What follows belongs to an exercise in optimizing a design on an open flow for small area, a short achievable clock period and few clock cycles per item; a production flow would make more cautious choices.
The RTL was checked by simulation tests, not by an equivalence proof against the original design.
Power and IR drop assume default switching activity.

==> flow/design.v <==
`timescale 1 ns / 1 ps
`default_nettype none
module axi4l_slv_top #(
    parameter int ADDR_WIDTH = 12,
    parameter int DATA_WIDTH = 32
) (
    input var                     aclk,
    input var                     aresetn,
    input var  [  ADDR_WIDTH-1:0] s_axi_awaddr,
    input var  [             2:0] s_axi_awprot,
    input var                     s_axi_awvalid,
    output var                    s_axi_awready,
    input var  [  DATA_WIDTH-1:0] s_axi_wdata,
    input var  [DATA_WIDTH/8-1:0] s_axi_wstrb,
    input var                     s_axi_wvalid,
    output var                    s_axi_wready,
    output var [             1:0] s_axi_bresp,
    output var                    s_axi_bvalid,
    input var                     s_axi_bready,
    input var  [  ADDR_WIDTH-1:0] s_axi_araddr,
    input var  [             2:0] s_axi_arprot,
    input var                     s_axi_arvalid,
    output var                    s_axi_arready,
    output var [  DATA_WIDTH-1:0] s_axi_rdata,
    output var [             1:0] s_axi_rresp,
    output var                    s_axi_rvalid,
    input var                     s_axi_rready,
    output var                    irq_reg_irq,
    input var                     reg_irq_bit0,
    output var [            31:0] reg_a_b,
    input var  [            31:0] reg_c_d
);
  logic b_free, wr_hs;
  logic bvalid_q, bidle_q, berr_q;
  assign b_free = bidle_q || s_axi_bready;
  assign s_axi_awready = s_axi_wvalid && b_free;
  assign s_axi_wready = s_axi_awvalid && b_free;
  assign wr_hs = s_axi_awvalid && s_axi_wvalid && b_free;
  logic [9:0] wa;
  logic wa_lo;   
  assign wa = s_axi_awaddr[11:2];
  assign wa_lo = (wa[9:4] == 6'd0);
  logic wr_trap, wr_mask, wr_force, wr_trig, wr_a, wr_ok;
  assign wr_trap = wr_hs && wa_lo && (wa[3:0] == 4'd1);
  assign wr_mask = wr_hs && wa_lo && (wa[3:0] == 4'd2);
  assign wr_force = wr_hs && wa_lo && (wa[3:0] == 4'd3);
  assign wr_trig = wr_hs && wa_lo && (wa[3:0] == 4'd5);
  assign wr_a = wr_hs && wa_lo && (wa[3:0] == 4'd8);
  assign wr_ok = wa_lo && (wa[3:0] <= 4'd5 || wa[3:0] == 4'd8);
  always_ff @(posedge aclk) begin
    if (!aresetn) bvalid_q <= 1'b0;
    else if (wr_hs) bvalid_q <= 1'b1;
    else if (s_axi_bready) bvalid_q <= 1'b0;
  end
  always_ff @(posedge aclk) begin
    if (!aresetn) bidle_q <= 1'b1;
    else if (wr_hs) bidle_q <= 1'b0;
    else if (s_axi_bready) bidle_q <= 1'b1;
  end
  always_ff @(posedge aclk) begin
    if (b_free) berr_q <= !wr_ok;
  end
  assign s_axi_bvalid = bvalid_q;
  assign s_axi_bresp = {berr_q, berr_q};
  logic trap_q, mask_q, trig_q, irq_in_q;
  logic [31:0] a_q;
  logic irq_event;
  always_ff @(posedge aclk) irq_in_q <= reg_irq_bit0;
  assign irq_event = reg_irq_bit0 && (!trig_q || !irq_in_q);
  always_ff @(posedge aclk) begin
    if (!aresetn) trap_q <= 1'b0;
    else
      trap_q <= (trap_q && !(wr_trap && !s_axi_wdata[0])) || (wr_force && s_axi_wdata[0]) ||
          irq_event;
  end
  always_ff @(posedge aclk) begin
    if (!aresetn) mask_q <= 1'b0;
    else if (wr_mask) mask_q <= s_axi_wdata[0];
  end
  always_ff @(posedge aclk) begin
    if (!aresetn) trig_q <= 1'b0;
    else if (wr_trig) trig_q <= s_axi_wdata[0];
  end
  logic a_ld, a_keep;
  assign a_ld = wr_a && aresetn;
  assign a_keep = !wr_a && aresetn;
  always_ff @(posedge aclk) a_q <= ({32{a_ld}} & s_axi_wdata) | ({32{a_keep}} & a_q);
  assign reg_a_b = a_q;
  assign irq_reg_irq = trap_q && mask_q;
  logic rvalid_q, ridle_q, rerr_q, r_free;
  logic [31:0] rdata_q;
  assign r_free = ridle_q || s_axi_rready;
  assign s_axi_arready = r_free;
  logic [9:0] ra;
  logic ra_lo;
  assign ra = s_axi_araddr[11:2];
  assign ra_lo = (ra[9:4] == 6'd0);
  logic ra_ok, rd_a, rd_c;
  assign ra_ok = ra_lo && (ra[3:0] <= 4'd5 || ra[3:0] == 4'd8 || ra[3:0] == 4'd9);
  assign rd_a = ra_lo && (ra[3:0] == 4'd8);
  assign rd_c = ra_lo && (ra[3:0] == 4'd9);
  logic rd_bit0;
  always_comb begin
    case (ra[3:0])
      4'd0: rd_bit0 = trap_q && mask_q;
      4'd1: rd_bit0 = trap_q;
      4'd2: rd_bit0 = mask_q;
      4'd4: rd_bit0 = irq_in_q;
      4'd5: rd_bit0 = trig_q;
      4'd8: rd_bit0 = a_q[0];
      4'd9: rd_bit0 = reg_c_d[0];
      default: rd_bit0 = 1'b0;
    endcase
  end
  always_ff @(posedge aclk) begin
    if (!aresetn) rvalid_q <= 1'b0;
    else if (r_free) rvalid_q <= s_axi_arvalid;
  end
  always_ff @(posedge aclk) begin
    if (!aresetn) ridle_q <= 1'b1;
    else if (r_free) ridle_q <= !s_axi_arvalid;
  end
  logic ld_a, ld_c, r_keep;
  assign ld_a = r_free && rd_a;
  assign ld_c = r_free && rd_c;
  assign r_keep = !r_free;
  always_ff @(posedge aclk) begin
    rdata_q[31:1] <= ({31{ld_a}} & a_q[31:1]) | ({31{ld_c}} & reg_c_d[31:1]) |
        ({31{r_keep}} & rdata_q[31:1]);
    rdata_q[0] <= (r_free && ra_lo && rd_bit0) || (r_keep && rdata_q[0]);
  end
  always_ff @(posedge aclk) begin
    if (r_free) rerr_q <= !ra_ok;
  end
  assign s_axi_rvalid = rvalid_q;
  assign s_axi_rdata = rdata_q;
  assign s_axi_rresp = {rerr_q, rerr_q};
endmodule
`default_nettype wire
clock: 3.0 ns
lec_check: 0
abc_area: 1
cap_margin: 20
core_margin: 2
core_utilization: 50
place_density: 0.8
setup_slack_margin: 1.4
slew_margin: 20
standard.sh (not shown) runs the stock make flow with config.mk's settings and CLKGATE_MAP_FILE= SYNTH_SCRIPT=/design/flow/synth_recipe.tcl, a recipe that flattens the netlist after the stock synthesis.
==> flow/flow/run.sh <==
#!/bin/bash
# Standard ORFS layout with these changes:
#  - synthesis maps logic with the ABC script flow/abc_area.script (when present);
#    everything before ABC, so every register and its name, is the standard synthesis;
#  - the cells listed in flow/dont_use.txt (when present) are added to the platform's
#    don't-use list, for synthesis and the resizer (slow many-input OR/NOR gates);
#  - the port buffers are sky130 buf_1 cells instead of buffer_ports' default.
set -euo pipefail
here=$PWD
rm -rf "$here/scripts_abc"
cp -r "$FLOW_HOME/scripts" "$here/scripts_abc"
if [[ -f "$here/flow/abc_area.script" ]]; then
  cp "$here/flow/abc_area.script" "$here/scripts_abc/abc_area.script"
fi
args=()
if [[ -f "$here/flow/dont_use.txt" ]]; then
  base=$(make -s -C "$FLOW_HOME" DESIGN_CONFIG="$here/config.mk" WORK_HOME="$here/orfs" print-DONT_USE_CELLS | sed -n 's/^DONT_USE_CELLS: //p')
  args+=("DONT_USE_CELLS=$base $(tr '\n' ' ' < "$here/flow/dont_use.txt")")
fi
export BUFFER_PORTS_ARGS="-buffer_cell sky130_fd_sc_hd__buf_1"
bash standard.sh SCRIPTS_DIR="$here/scripts_abc" "${args[@]}" synth > synth.log 2>&1
bash standard.sh "${args[@]}" > standard.log 2>&1
==> flow/flow/abc_area.script <==
strash
&get -n
&dch -f
&nf
&put
topo
stime -c
==> flow/flow/dont_use.txt <==
sky130_fd_sc_hd__nor3_1
sky130_fd_sc_hd__nor3_2
sky130_fd_sc_hd__nor3_4
sky130_fd_sc_hd__nor3b_1
sky130_fd_sc_hd__nor3b_2
sky130_fd_sc_hd__nor3b_4
sky130_fd_sc_hd__nor4_1
sky130_fd_sc_hd__nor4_2
sky130_fd_sc_hd__nor4_4
sky130_fd_sc_hd__nor4b_1
sky130_fd_sc_hd__nor4b_2
sky130_fd_sc_hd__nor4b_4
sky130_fd_sc_hd__nor4bb_1
sky130_fd_sc_hd__nor4bb_2
sky130_fd_sc_hd__nor4bb_4
sky130_fd_sc_hd__or3_1
sky130_fd_sc_hd__or3_2
sky130_fd_sc_hd__or3_4
sky130_fd_sc_hd__or3b_1
sky130_fd_sc_hd__or3b_2
sky130_fd_sc_hd__or3b_4
sky130_fd_sc_hd__or4_1
sky130_fd_sc_hd__or4_2
sky130_fd_sc_hd__or4_4
sky130_fd_sc_hd__or4b_1
sky130_fd_sc_hd__or4b_2
sky130_fd_sc_hd__or4b_4
sky130_fd_sc_hd__or4bb_1
sky130_fd_sc_hd__or4bb_2
sky130_fd_sc_hd__or4bb_4
The first run ran to the end with no violations.
Testbench counts at the start, summed over its fixed seeds: cycles 1,608, items 3,200.
Change:
==> flow/flow/abc_area.script (replaced) <==
&get -n
&st
&dch
&nf
&st
&syn2
&if -g -K 6
&synch2
&nf
&st
&syn2
&if -g -K 6
&synch2
&nf
&st
&syn2
&if -g -K 6
&synch2
&nf
&st
&syn2
&if -g -K 6
&synch2
&nf
&st
&syn2
&if -g -K 6
&synch2
&nf
&put
topo
stime -c
Settings changed: CORE_UTILIZATION 50 to 40, PLACE_DENSITY 0.8 to unset.
What happened: Utilization decreases by 17 points. Die area increases by about 35%. Count of clock-buffer cells in the layout does not change. Via count increases by about 24%. Synthesized area increases by about 10%. Hold slack improved by 0.0076 ns. Non-clock buffer count is unchanged.
Change:
==> flow/flow/abc_area.script (replaced) <==
strash
&get -n
&dch -f
&nf
&put
topo
stime -c
Settings changed: SETUP_SLACK_MARGIN 1.4 to 1.45.
Worst setup slack improved by 0.0053 ns; wire length is lower by 27%; total power goes down by about 2.7%; final area drops by about 10%; maximum frequency increases by 0.33%; core utilization goes up by 0.40 points; global-route usage falls by 3.7 points; synthesized area went down by about 9%; non-clock buffer count fell by 4.
Change:
Settings changed: CTS_BUF_LIST set to sky130_fd_sc_hd__clkbuf_16, SETUP_SLACK_MARGIN 1.45 to 1.4.
Sequential share of layout area falls by 1.0 points.
Wire length hardly moves.
Clock power is higher by well over a third.
Fmax is about the same.
Total power came out higher by about a fifth.
Die area stays the same.
Worst setup slack stays flat.

[separate check: timing with driven ports]
The flow's constraints put no driver on any port. The routed layouts listed below were extracted and timed again, unchanged, in two steps. Step 1: set_driving_cell puts a clkbuf_16 on aclk and a buf_2 on each other input, an assumption about the parent block. Step 2 also shifts input and output timing later by t, the mid clock arrival at the registers, as if the neighbouring blocks saw the same clock. Three values: no drivers, after step 1, after step 2; two values: the first two.
run | shift t [ns] | slack for setup (ns) | hold WS [ns] | clock arrival spread, ns | worst slew at a driven data input, ns
the first run | 0.367 | 1.370 / 1.330 / 1.077 | 0.384 / 0.381 / 0.458 | 0.008 / 0.009 | 0.05
the second run | 0.375 | 1.392 / 1.361 / 1.041 | 0.391 / 0.380 / 0.487 | 0.007 / 0.006 | 0.06
the third run | 0.359 | 1.398 / 1.358 / 1.142 | 0.396 / 0.388 / 0.458 | 0.012 / 0.012 | 0.05
the fourth run | 0.357 | 1.399 / 1.359 / 1.125 | 0.406 / 0.394 / 0.454 | 0.008 / 0.008 | 0.05
After both steps every run listed still meets setup and hold. For the second run, which loses most, drivers alone change the setup slack by -0.031 ns; drivers and shift together by -0.351 ns.
